Source: an optimization exercise on an open RTL-to-GDS flow (aim: a short achievable clock period and few clock cycles). Production flows keep margins and buffers that such runs may drop.
Power figures rest on the tool's default switching activity, not on a simulated workload.

==> inputs of run a <==
==> flow/design.v <==
module ALU (
    input [63:0] operand1,
    input [63:0] operand2,
    input [63:0] operand2_x,    
    input        carry_in,      
    input [3:0]  lut,
    input [5:0]  rot,
    input [63:0] shift_mask,
    input [63:0] mem_data,
    input sel_add, sel_mem,
    output [63:0] result,
    output zero_flag,
    output lt_flag,
    output gt_flag
);
wire [63:0]  sum = operand1 + operand2_x + {63'b0, carry_in};
wire [127:0] dbl = {operand1, operand1};
wire [127:0] rl  = dbl << rot;
wire [63:0] logic_res = ({64{lut[3]}} &  operand1 &  operand2)
                      | ({64{lut[2]}} &  operand1 & ~operand2)
                      | ({64{lut[1]}} & ~operand1 &  operand2)
                      | ({64{lut[0]}} & ~operand1 & ~operand2);
assign result = ({64{sel_add}} & sum)
              | logic_res
              | (rl[127:64] & shift_mask)
              | ({64{sel_mem}} & mem_data);
assign zero_flag = (operand1 == operand2);
assign lt_flag   = ($signed(operand1) < $signed(operand2));
assign gt_flag   = ($signed(operand1) > $signed(operand2));
endmodule
module RegisterFile (
    input clk,
    input [4:0] read_reg1_addr,
    input [4:0] read_reg2_addr,
    input [4:0] write_reg_addr,
    input [63:0] write_data,
    input write_enable,
    output [63:0] read_data1,
    output [63:0] read_data2
);
reg [63:0] registers [1:31];
assign read_data1 = (read_reg1_addr == 0) ? 64'b0 : registers[read_reg1_addr];
assign read_data2 = (read_reg2_addr == 0) ? 64'b0 : registers[read_reg2_addr];
always @(posedge clk)
begin
    if (write_enable && write_reg_addr != 0)
        registers[write_reg_addr] <= write_data;
end
endmodule
module SpecialRegFile (
    input clk,
    input reset,
    input link_write,
    input [15:0] link_data,
    input flag_write,
    input [2:0] flag_data,
    output reg [15:0] link_reg_out,
    output reg [2:0] flag_reg_out
);
always @(posedge clk)
begin
    if (reset)
    begin
        link_reg_out <= 16'b0;
        flag_reg_out <= 3'b0;
    end
    else
    begin
        if (link_write)
            link_reg_out <= link_data;
        if (flag_write)
            flag_reg_out <= flag_data;
    end
end
endmodule
module InstructionDecoder (
    input [63:0] instruction,
    output [4:0] rs1,
    output [4:0] rs2,
    output [4:0] rd,
    output [15:0] imm,
    output writes_rd,        
    output is_sub,           
    output sel_add,
    output reg [3:0] lut,    
    output use_imm,          
    output [5:0] rot,        
    output [63:0] shift_mask,
    output sel_mem,
    output is_store,
    output is_branch,
    output is_call,
    output is_cmp,
    output is_halt
);
wire [5:0] t  = instruction[63:58];
wire [5:0] op = instruction[57:52];
assign rs1 = instruction[51:47];
assign rs2 = instruction[46:42];
assign rd  = instruction[41:37];
assign imm = instruction[36:21];
wire t_alu = (t == 6'd0);
wire t_shf = (t == 6'd1);
wire t_mem = (t == 6'd2);
wire is_load = t_mem && op == 6'd1;
wire [4:0] sh = rs2;
assign writes_rd = (t_alu || t_shf || is_load || t == 6'd6) && rd != 5'd0;
assign is_sub  = (t_alu && op == 6'd2) || t == 6'd5;
assign sel_add = t_alu && (op == 6'd1 || op == 6'd2);
assign use_imm = (t == 6'd6);
assign sel_mem = is_load;
always @(*)
begin
    lut = 4'b0000;
    if (t_alu)
        case (op)
            6'd3: lut = 4'b1000;    
            6'd4: lut = 4'b1110;    
            6'd5: lut = 4'b0110;    
            6'd7: lut = 4'b0011;    
            default: lut = 4'b0000;
        endcase
    else if (t == 6'd6)
        lut = 4'b1010;              
end
wire right = (op == 6'd2 || op == 6'd4);
assign rot = right ? (6'd0 - {1'b0, sh}) : {1'b0, sh};
assign shift_mask = !t_shf ? 64'b0 :
                    op == 6'd1 ? ({64{1'b1}} << sh) :
                    op == 6'd2 ? ({64{1'b1}} >> sh) :
                    (op == 6'd3 || op == 6'd4) ? {64{1'b1}} : 64'b0;
assign is_store  = t_mem && op == 6'd2;
assign is_branch = (t == 6'd3) && (op >= 6'd1 && op <= 6'd4);
assign is_call   = (t == 6'd4) && op == 6'd2;
assign is_cmp    = (t == 6'd5);
assign is_halt   = (t == 6'd7);
endmodule
module ControlUnit (
    input clk,
    input reset,
    input [63:0] instruction,         
    output reg [15:0] pc,
    input stop,                       
    output reg d_valid,
    output reg [63:0] d_instr,
    output reg [15:0] d_pc,
    input d_is_call,
    input d_is_cmp,
    input d_is_branch,
    input e_cmp_valid,                
    input [2:0] flags_d,              
    input [2:0] flag_reg,             
    input [15:0] link_reg,
    output d_mispredict
);
wire [5:0]  f_type = instruction[63:58];
wire [5:0]  f_op   = instruction[57:52];
wire [15:0] f_imm  = instruction[36:21];
wire f_jmp_call = (f_type == 6'd4) && (f_op == 6'd1 || f_op == 6'd2);
wire f_ret      = (f_type == 6'd4) && (f_op == 6'd3);
wire f_branch   = (f_type == 6'd3) && (f_op >= 6'd1 && f_op <= 6'd4);
function cond;
    input [5:0] op;
    input [2:0] fl;    
    case (op)
        6'd1: cond = fl[0];
        6'd2: cond = !fl[0];
        6'd3: cond = fl[2];
        6'd4: cond = fl[1];
        default: cond = 1'b0;
    endcase
endfunction
wire flags_final = !(d_valid && d_is_cmp) && !e_cmp_valid;
wire f_static = f_imm[15] || (f_op == 6'd2);
wire f_pred = flags_final ? cond(f_op, flag_reg) : f_static;
wire [15:0] pc_inc = pc + 16'd1;
wire [15:0] f_btarget = pc + f_imm;
wire [15:0] f_lr = (d_valid && d_is_call) ? d_pc + 16'd1 : link_reg;
reg d_pred;           
reg d_same;           
reg [15:0] d_pcinc;   
reg [15:0] d_btarget; 
assign d_mispredict = d_valid && d_is_branch && !d_same &&
                      (cond(d_instr[57:52], flags_d) != d_pred);
wire s_mis = d_mispredict;
wire s_jc  = !d_mispredict && f_jmp_call;
wire s_ret = !d_mispredict && f_ret;
wire s_br  = !d_mispredict && f_branch && f_pred;
wire s_inc = !d_mispredict && !f_jmp_call && !f_ret && !(f_branch && f_pred);
wire [15:0] d_alt = d_pred ? d_pcinc : d_btarget;    
wire [15:0] pc_next = ({16{s_mis}} & d_alt)
                    | ({16{s_jc }} & f_imm)
                    | ({16{s_ret}} & f_lr)
                    | ({16{s_br }} & f_btarget)
                    | ({16{s_inc}} & pc_inc);
always @(posedge clk)
begin
    if (reset)
    begin
        pc <= 16'b0;
        d_valid <= 1'b0;
    end
    else
    begin
        d_valid <= !d_mispredict && !stop;
        pc <= pc_next;
    end
    d_instr <= instruction;
    d_pc <= pc;
    d_pred <= f_pred;
    d_same <= (f_imm == 16'd1);
    d_pcinc <= pc_inc;
    d_btarget <= f_btarget;
end
endmodule
module InstructionProcessor (
    input clk,
    input reset,
    output [15:0] instr_addr,
    input [63:0] instr_data,
    input [63:0] mem_data_in,
    output [63:0] mem_data_out,
    output [15:0] mem_addr_out,
    output mem_write,
    output halted
);
reg        halted_r;     
reg        mem_write_r;  
reg [63:0] store_data;   
wire [15:0] link_reg;
wire [2:0]  flag_reg;
wire        d_valid;
wire [63:0] d_instr;
wire [15:0] d_pc;
wire        d_mispredict;
reg        e_valid;
reg        e_wr;
reg [4:0]  e_rd;
reg [63:0] e_a, e_b, e_bx;
reg        e_cin;
reg [15:0] e_imm;
reg        e_add, e_load;
reg [3:0]  e_lut;
reg [5:0]  e_rot;
reg [63:0] e_mask;
reg        e_cmp;
reg        w_wr;
reg [4:0]  w_rd;
reg [63:0] w_data;
wire [4:0]  d_rs1, d_rs2, d_rd;
wire [15:0] d_imm;
wire d_writes, d_sub;
wire d_add, d_movi, d_load;
wire [3:0] d_lut;
wire [5:0] d_rot;
wire [63:0] d_mask;
wire d_store, d_branch, d_call, d_cmp, d_halt;
InstructionDecoder instructionDecoder_inst (
    .instruction(d_instr),
    .rs1(d_rs1), .rs2(d_rs2), .rd(d_rd), .imm(d_imm),
    .writes_rd(d_writes), .is_sub(d_sub),
    .sel_add(d_add), .lut(d_lut), .use_imm(d_movi), .rot(d_rot), .shift_mask(d_mask),
    .sel_mem(d_load),
    .is_store(d_store), .is_branch(d_branch), .is_call(d_call), .is_cmp(d_cmp),
    .is_halt(d_halt)
);
wire [63:0] rf_a, rf_b;
RegisterFile registerFile_inst (
    .clk(clk),
    .read_reg1_addr(d_rs1),
    .read_reg2_addr(d_rs2),
    .write_reg_addr(w_rd),
    .write_data(w_data),
    .write_enable(w_wr),
    .read_data1(rf_a),
    .read_data2(rf_b)
);
wire [63:0] e_result;
wire e_z, e_lt, e_gt;
ALU alu_inst (
    .operand1(e_a), .operand2(e_b), .operand2_x(e_bx), .carry_in(e_cin),
    .lut(e_lut), .rot(e_rot), .shift_mask(e_mask), .mem_data(mem_data_in),
    .sel_add(e_add), .sel_mem(e_load),
    .result(e_result), .zero_flag(e_z), .lt_flag(e_lt), .gt_flag(e_gt)
);
wire fa_e = e_valid && e_wr && e_rd == d_rs1;
wire fb_e = e_valid && e_wr && e_rd == d_rs2;
wire fa_w = w_wr && w_rd == d_rs1;
wire fb_w = w_wr && w_rd == d_rs2;
wire [63:0] op_a = fa_e ? e_result : fa_w ? w_data : rf_a;
wire [63:0] op_b = d_movi ? {48'b0, d_imm} : fb_e ? e_result : fb_w ? w_data : rf_b;
wire e_cmp_valid = e_valid && e_cmp;
wire stop = halted_r || (d_valid && d_halt);
ControlUnit controlUnit_inst (
    .clk(clk),
    .reset(reset),
    .instruction(instr_data),
    .pc(instr_addr),
    .stop(stop),
    .d_valid(d_valid),
    .d_instr(d_instr),
    .d_pc(d_pc),
    .d_is_call(d_call),
    .d_is_cmp(d_cmp),
    .d_is_branch(d_branch),
    .e_cmp_valid(e_cmp_valid),
    .flags_d(e_cmp_valid ? {e_lt, e_gt, e_z} : flag_reg),
    .flag_reg(flag_reg),
    .link_reg(link_reg),
    .d_mispredict(d_mispredict)
);
SpecialRegFile specialRegFile_inst (
    .clk(clk),
    .reset(reset),
    .link_write(d_valid && d_call),
    .link_data(d_pc + 16'd1),
    .flag_write(e_cmp_valid),
    .flag_data({e_lt, e_gt, e_z}),
    .link_reg_out(link_reg),
    .flag_reg_out(flag_reg)
);
always @(posedge clk)
begin
    if (reset)
    begin
        e_valid <= 1'b0;
        w_wr <= 1'b0;
        halted_r <= 1'b0;
        mem_write_r <= 1'b0;
    end
    else
    begin
        e_valid <= d_valid;
        w_wr <= e_valid && e_wr;
        mem_write_r <= d_valid && d_store;
        if (d_valid && d_halt)
            halted_r <= 1'b1;
    end
    e_wr <= d_writes;
    e_rd <= d_rd;
    e_a <= op_a;
    e_b <= op_b;
    e_bx <= d_sub ? ~op_b : op_b;
    e_cin <= d_sub;
    e_imm <= d_imm;
    e_add <= d_add; e_load <= d_load;
    e_lut <= d_lut; e_rot <= d_rot; e_mask <= d_mask;
    e_cmp <= d_cmp;
    if (d_store)
        store_data <= op_a;
    w_rd <= e_rd;
    w_data <= e_result;
end
assign mem_write = mem_write_r;
assign mem_addr_out = e_imm;
assign mem_data_out = store_data;
assign halted = halted_r;
endmodule
==> flow/flow/run.sh <==
#!/bin/bash
set -o pipefail
MARGIN=${MARGIN:-6.5}
sed "s/SETUP_SLACK_MARGIN=[0-9.]*/SETUP_SLACK_MARGIN=$MARGIN/" standard.sh > standard_margin.sh
bash standard_margin.sh > standard.log 2>&1
status=$?
cp -r orfs/logs flow_logs 2>/dev/null
exit $status
==> flow/standard.sh <==
#!/bin/bash
# synth_recipe.tcl (not shown) runs the flow's synth.tcl, then flattens the netlist and writes it again
# the make line also repeats each setting of config.mk as NAME=value (left out here)
make -C /OpenROAD-flow-scripts/flow DESIGN_CONFIG=/design/flow/config.mk WORK_HOME=/design/flow/orfs CLKGATE_MAP_FILE= SYNTH_SCRIPT=/design/flow/synth_recipe.tcl "${@:-finish}"
==> flow/config.mk <==
export PLATFORM = sky130hd
export DESIGN_NAME = InstructionProcessor
export DESIGN_NICKNAME = InstructionProcessor
export VERILOG_FILES = /design/flow/design.v
export SDC_FILE = /design/flow/constraint.sdc
export NUM_CORES = 4
export LEC_CHECK = 0
export ABC_CLOCK_PERIOD_IN_PS = 2500
export CAP_MARGIN = 20
export CORE_MARGIN = 2
export CORE_UTILIZATION = 55
export PLACE_DENSITY = 0.65
export SETUP_SLACK_MARGIN = 5
export SLEW_MARGIN = 20
==> flow/constraint.sdc <==
create_clock -name core_clock -period 10.0 [get_ports {clk}]
set_input_delay 2.0000 -clock core_clock [delete_from_list [all_inputs] [get_ports {clk}]]
set_output_delay 2.0000 -clock core_clock [all_outputs]
set_load 0.01 [all_outputs]
==> run b: changes against run a <==
==> flow/design.v, changed modules only <==
module ALU (
    input [63:0] operand1,
    input [63:0] operand2,
    input [63:0] operand2_x,    
    input        carry_in,      
    input [4:0]  sh,
    input [15:0] imm,
    input [63:0] mem_data,
    input sel_add, sel_and, sel_or, sel_xor, sel_not,
    input sel_shl, sel_shr, sel_rol, sel_ror, sel_imm, sel_mem,
    output [63:0] result,
    output zero_flag,
    output lt_flag,
    output gt_flag
);
wire [63:0]  sum = operand1 + operand2_x + {63'b0, carry_in};
wire [127:0] dbl = {operand1, operand1};
wire [127:0] rl  = dbl << sh;
wire [127:0] rr  = dbl >> sh;
assign result = ({64{sel_add}} & sum)
              | ({64{sel_and}} & (operand1 & operand2))
              | ({64{sel_or }} & (operand1 | operand2))
              | ({64{sel_xor}} & (operand1 ^ operand2))
              | ({64{sel_not}} & ~operand1)
              | ({64{sel_shl}} & (operand1 << sh))
              | ({64{sel_shr}} & (operand1 >> sh))
              | ({64{sel_rol}} & rl[127:64])
              | ({64{sel_ror}} & rr[63:0])
              | ({64{sel_imm}} & {48'b0, imm})
              | ({64{sel_mem}} & mem_data);
assign zero_flag = (operand1 == operand2);
assign lt_flag   = ($signed(operand1) < $signed(operand2));
assign gt_flag   = ($signed(operand1) > $signed(operand2));
endmodule
module InstructionDecoder (
    input [63:0] instruction,
    output [4:0] rs1,
    output [4:0] rs2,
    output [4:0] rd,
    output [15:0] imm,
    output writes_rd,      
    output is_sub,         
    output sel_add, sel_and, sel_or, sel_xor, sel_not,
    output sel_shl, sel_shr, sel_rol, sel_ror, sel_imm, sel_mem,
    output is_store,
    output is_branch,
    output is_call,
    output is_cmp,
    output is_halt
);
wire [5:0] t  = instruction[63:58];
wire [5:0] op = instruction[57:52];
assign rs1 = instruction[51:47];
assign rs2 = instruction[46:42];
assign rd  = instruction[41:37];
assign imm = instruction[36:21];
wire t_alu = (t == 6'd0);
wire t_shf = (t == 6'd1);
wire t_mem = (t == 6'd2);
wire is_load = t_mem && op == 6'd1;
assign writes_rd = (t_alu || t_shf || is_load || t == 6'd6) && rd != 5'd0;
assign is_sub  = (t_alu && op == 6'd2) || t == 6'd5;
assign sel_add = t_alu && (op == 6'd1 || op == 6'd2);
assign sel_and = t_alu && op == 6'd3;
assign sel_or  = t_alu && op == 6'd4;
assign sel_xor = t_alu && op == 6'd5;
assign sel_not = t_alu && op == 6'd7;
assign sel_shl = t_shf && op == 6'd1;
assign sel_shr = t_shf && op == 6'd2;
assign sel_rol = t_shf && op == 6'd3;
assign sel_ror = t_shf && op == 6'd4;
assign sel_imm = (t == 6'd6);
assign sel_mem = is_load;
assign is_store  = t_mem && op == 6'd2;
assign is_branch = (t == 6'd3) && (op >= 6'd1 && op <= 6'd4);
assign is_call   = (t == 6'd4) && op == 6'd2;
assign is_cmp    = (t == 6'd5);
assign is_halt   = (t == 6'd7);
endmodule
module ControlUnit (
    input clk,
    input reset,
    input [63:0] instruction,         
    output reg [15:0] pc,
    input stop,                       
    output reg d_valid,
    output reg [63:0] d_instr,
    output reg [15:0] d_pc,
    input d_is_call,
    input d_is_cmp,
    input d_is_branch,
    input e_cmp_valid,                
    input [2:0] flags_d,              
    input [2:0] flag_reg,             
    input [15:0] link_reg,
    output d_mispredict
);
wire [5:0]  f_type = instruction[63:58];
wire [5:0]  f_op   = instruction[57:52];
wire [15:0] f_imm  = instruction[36:21];
wire f_jmp_call = (f_type == 6'd4) && (f_op == 6'd1 || f_op == 6'd2);
wire f_ret      = (f_type == 6'd4) && (f_op == 6'd3);
wire f_branch   = (f_type == 6'd3) && (f_op >= 6'd1 && f_op <= 6'd4);
function cond;
    input [5:0] op;
    input [2:0] fl;    
    case (op)
        6'd1: cond = fl[0];
        6'd2: cond = !fl[0];
        6'd3: cond = fl[2];
        6'd4: cond = fl[1];
        default: cond = 1'b0;
    endcase
endfunction
wire flags_final = !(d_valid && d_is_cmp) && !e_cmp_valid;
wire f_static = f_imm[15] || (f_op == 6'd2);
wire f_pred = flags_final ? cond(f_op, flag_reg) : f_static;
wire [15:0] pc_inc = pc + 16'd1;
wire [15:0] f_btarget = pc + f_imm;
wire [15:0] f_lr = (d_valid && d_is_call) ? d_pc + 16'd1 : link_reg;
reg d_pred;           
reg d_same;           
reg [15:0] d_alt;     
assign d_mispredict = d_valid && d_is_branch && !d_same &&
                      (cond(d_instr[57:52], flags_d) != d_pred);
always @(posedge clk)
begin
    if (reset)
    begin
        pc <= 16'b0;
        d_valid <= 1'b0;
    end
    else
    begin
        d_valid <= !d_mispredict && !stop;
        if (d_mispredict)
            pc <= d_alt;
        else if (f_jmp_call)
            pc <= f_imm;
        else if (f_ret)
            pc <= f_lr;
        else if (f_branch && f_pred)
            pc <= f_btarget;
        else
            pc <= pc_inc;
    end
    d_instr <= instruction;
    d_pc <= pc;
    d_pred <= f_pred;
    d_same <= (f_imm == 16'd1);
    d_alt <= f_pred ? pc_inc : f_btarget;
end
endmodule
module InstructionProcessor (
    input clk,
    input reset,
    output [15:0] instr_addr,
    input [63:0] instr_data,
    input [63:0] mem_data_in,
    output [63:0] mem_data_out,
    output [15:0] mem_addr_out,
    output mem_write,
    output halted
);
reg        halted_r;
wire [15:0] link_reg;
wire [2:0]  flag_reg;
wire        d_valid;
wire [63:0] d_instr;
wire [15:0] d_pc;
wire        d_mispredict;
reg        e_valid;
reg        e_wr;
reg [4:0]  e_rd;
reg [63:0] e_a, e_b, e_bx;
reg        e_cin;
reg [15:0] e_imm;
reg [4:0]  e_sh;
reg        e_add, e_and, e_or, e_xor, e_not, e_shl, e_shr, e_rol, e_ror, e_movi, e_load;
reg        e_store, e_cmp, e_halt;
reg        w_wr;
reg [4:0]  w_rd;
reg [63:0] w_data;
wire [4:0]  d_rs1, d_rs2, d_rd;
wire [15:0] d_imm;
wire d_writes, d_sub;
wire d_add, d_and, d_or, d_xor, d_not, d_shl, d_shr, d_rol, d_ror, d_movi, d_load;
wire d_store, d_branch, d_call, d_cmp, d_halt;
InstructionDecoder instructionDecoder_inst (
    .instruction(d_instr),
    .rs1(d_rs1), .rs2(d_rs2), .rd(d_rd), .imm(d_imm),
    .writes_rd(d_writes), .is_sub(d_sub),
    .sel_add(d_add), .sel_and(d_and), .sel_or(d_or), .sel_xor(d_xor), .sel_not(d_not),
    .sel_shl(d_shl), .sel_shr(d_shr), .sel_rol(d_rol), .sel_ror(d_ror),
    .sel_imm(d_movi), .sel_mem(d_load),
    .is_store(d_store), .is_branch(d_branch), .is_call(d_call), .is_cmp(d_cmp),
    .is_halt(d_halt)
);
wire [63:0] rf_a, rf_b;
RegisterFile registerFile_inst (
    .clk(clk),
    .read_reg1_addr(d_rs1),
    .read_reg2_addr(d_rs2),
    .write_reg_addr(w_rd),
    .write_data(w_data),
    .write_enable(w_wr),
    .read_data1(rf_a),
    .read_data2(rf_b)
);
wire [63:0] e_result;
wire e_z, e_lt, e_gt;
ALU alu_inst (
    .operand1(e_a), .operand2(e_b), .operand2_x(e_bx), .carry_in(e_cin),
    .sh(e_sh), .imm(e_imm), .mem_data(mem_data_in),
    .sel_add(e_add), .sel_and(e_and), .sel_or(e_or), .sel_xor(e_xor), .sel_not(e_not),
    .sel_shl(e_shl), .sel_shr(e_shr), .sel_rol(e_rol), .sel_ror(e_ror),
    .sel_imm(e_movi), .sel_mem(e_load),
    .result(e_result), .zero_flag(e_z), .lt_flag(e_lt), .gt_flag(e_gt)
);
wire fa_e = e_valid && e_wr && e_rd == d_rs1;
wire fb_e = e_valid && e_wr && e_rd == d_rs2;
wire fa_w = w_wr && w_rd == d_rs1;
wire fb_w = w_wr && w_rd == d_rs2;
wire [63:0] op_a = fa_e ? e_result : fa_w ? w_data : rf_a;
wire [63:0] op_b = fb_e ? e_result : fb_w ? w_data : rf_b;
wire e_cmp_valid = e_valid && e_cmp;
wire e_halt_valid = e_valid && e_halt;
wire stop = halted_r || (d_valid && d_halt) || e_halt_valid;
ControlUnit controlUnit_inst (
    .clk(clk),
    .reset(reset),
    .instruction(instr_data),
    .pc(instr_addr),
    .stop(stop),
    .d_valid(d_valid),
    .d_instr(d_instr),
    .d_pc(d_pc),
    .d_is_call(d_call),
    .d_is_cmp(d_cmp),
    .d_is_branch(d_branch),
    .e_cmp_valid(e_cmp_valid),
    .flags_d(e_cmp_valid ? {e_lt, e_gt, e_z} : flag_reg),
    .flag_reg(flag_reg),
    .link_reg(link_reg),
    .d_mispredict(d_mispredict)
);
SpecialRegFile specialRegFile_inst (
    .clk(clk),
    .reset(reset),
    .link_write(d_valid && d_call),
    .link_data(d_pc + 16'd1),
    .flag_write(e_cmp_valid),
    .flag_data({e_lt, e_gt, e_z}),
    .link_reg_out(link_reg),
    .flag_reg_out(flag_reg)
);
always @(posedge clk)
begin
    if (reset)
    begin
        e_valid <= 1'b0;
        w_wr <= 1'b0;
        halted_r <= 1'b0;
    end
    else
    begin
        e_valid <= d_valid;
        w_wr <= e_valid && e_wr;
        if (e_halt_valid)
            halted_r <= 1'b1;
    end
    e_wr <= d_writes;
    e_rd <= d_rd;
    e_a <= op_a;
    e_b <= op_b;
    e_bx <= d_sub ? ~op_b : op_b;
    e_cin <= d_sub;
    e_imm <= d_imm;
    e_sh <= d_rs2;
    e_add <= d_add; e_and <= d_and; e_or <= d_or; e_xor <= d_xor; e_not <= d_not;
    e_shl <= d_shl; e_shr <= d_shr; e_rol <= d_rol; e_ror <= d_ror;
    e_movi <= d_movi; e_load <= d_load;
    e_store <= d_store; e_cmp <= d_cmp; e_halt <= d_halt;
    w_rd <= e_rd;
    w_data <= e_result;
end
assign mem_write = e_valid && e_store;
assign mem_addr_out = e_imm;
assign mem_data_out = e_a;
assign halted = halted_r || e_halt_valid;
endmodule
--- a/flow/config.mk
+++ b/flow/config.mk
@@ -8,7 +8,7 @@
 export ABC_CLOCK_PERIOD_IN_PS = 2500
 export CAP_MARGIN = 20
 export CORE_MARGIN = 2
-export CORE_UTILIZATION = 55
-export PLACE_DENSITY = 0.65
+export CORE_UTILIZATION = 25
+export PLACE_DENSITY = 0.45
 export SETUP_SLACK_MARGIN = 5
 export SLEW_MARGIN = 20
==> comparison table <==
                                                                                run b                    run a
Run status                                                    complete, no violations  complete, no violations
Area fraction in and, or, nand and nor cells after synthesis                    5.55%                    4.26%
Height of the die                                                              713 um                   477 um
Sum of met3 wire segment lengths after detailed routing                       55.2 mm                  69.6 mm
Utilization after layout                                                        31.6%                    66.1%
Maximum clock frequency                                                       249 MHz                  245 MHz
Proportion of cell area occupied by multi-input gates                           36.9%                    36.2%
Die span in x                                                                  713 um                   477 um
Placement-stage worst setup slack                                             4.29 ns                  4.29 ns
Period utilisation layout                                                       40.1%                    40.8%
Proportion of layout cells with a drive suffix above 1                          31.6%                    35.6%
Switching part of the total power                                               27.3%                    25.8%
Clock buffers created by TritonCTS                                                293                      290
Seq_cells                                                                        2403                     2541
Drt first pass iters                                                                8                        7
Count of clock tree sinks                                                        2403                     2541
Slowest-stage cell, CP                                                        o41ai_4                  dfxtp_1
Signal buf overhead                                                             8.15%                    5.75%
Slew of the pin with the lowest slew margin                                   1.23 ns                  1.17 ns
No run of this note included a check of the RTL's function; only the layout flow was run.

==> what the ideal ports hide <==
No port has a modelled driver above. Below, the same layouts with a new extraction and two added sets of constraints. Step 1, drivers: a clkbuf_16 drives clk and a buf_2 each remaining input, both assumed. Step 2 also shifts input and output timing later by t, the mid clock arrival at the registers, as if the neighbouring blocks saw the same clock. Slacks: ideal ports / drivers / drivers and shift; pairs: ideal ports / drivers.
| run | shift t [ns] | slack for setup (ns) | worst data-port slew with drivers (ns) |
|---|---|---|---|
| run a | 1.026 | 5.922 / 5.922 / 5.209 | 0.07 |
| run b | 1.016 | 5.992 / 5.992 / 5.234 | 0.09 |
After both steps setup and hold are still met in every run listed. The setup slack of run b, which loses most, moves by 0.000 ns with the drivers and by -0.758 ns with both steps.
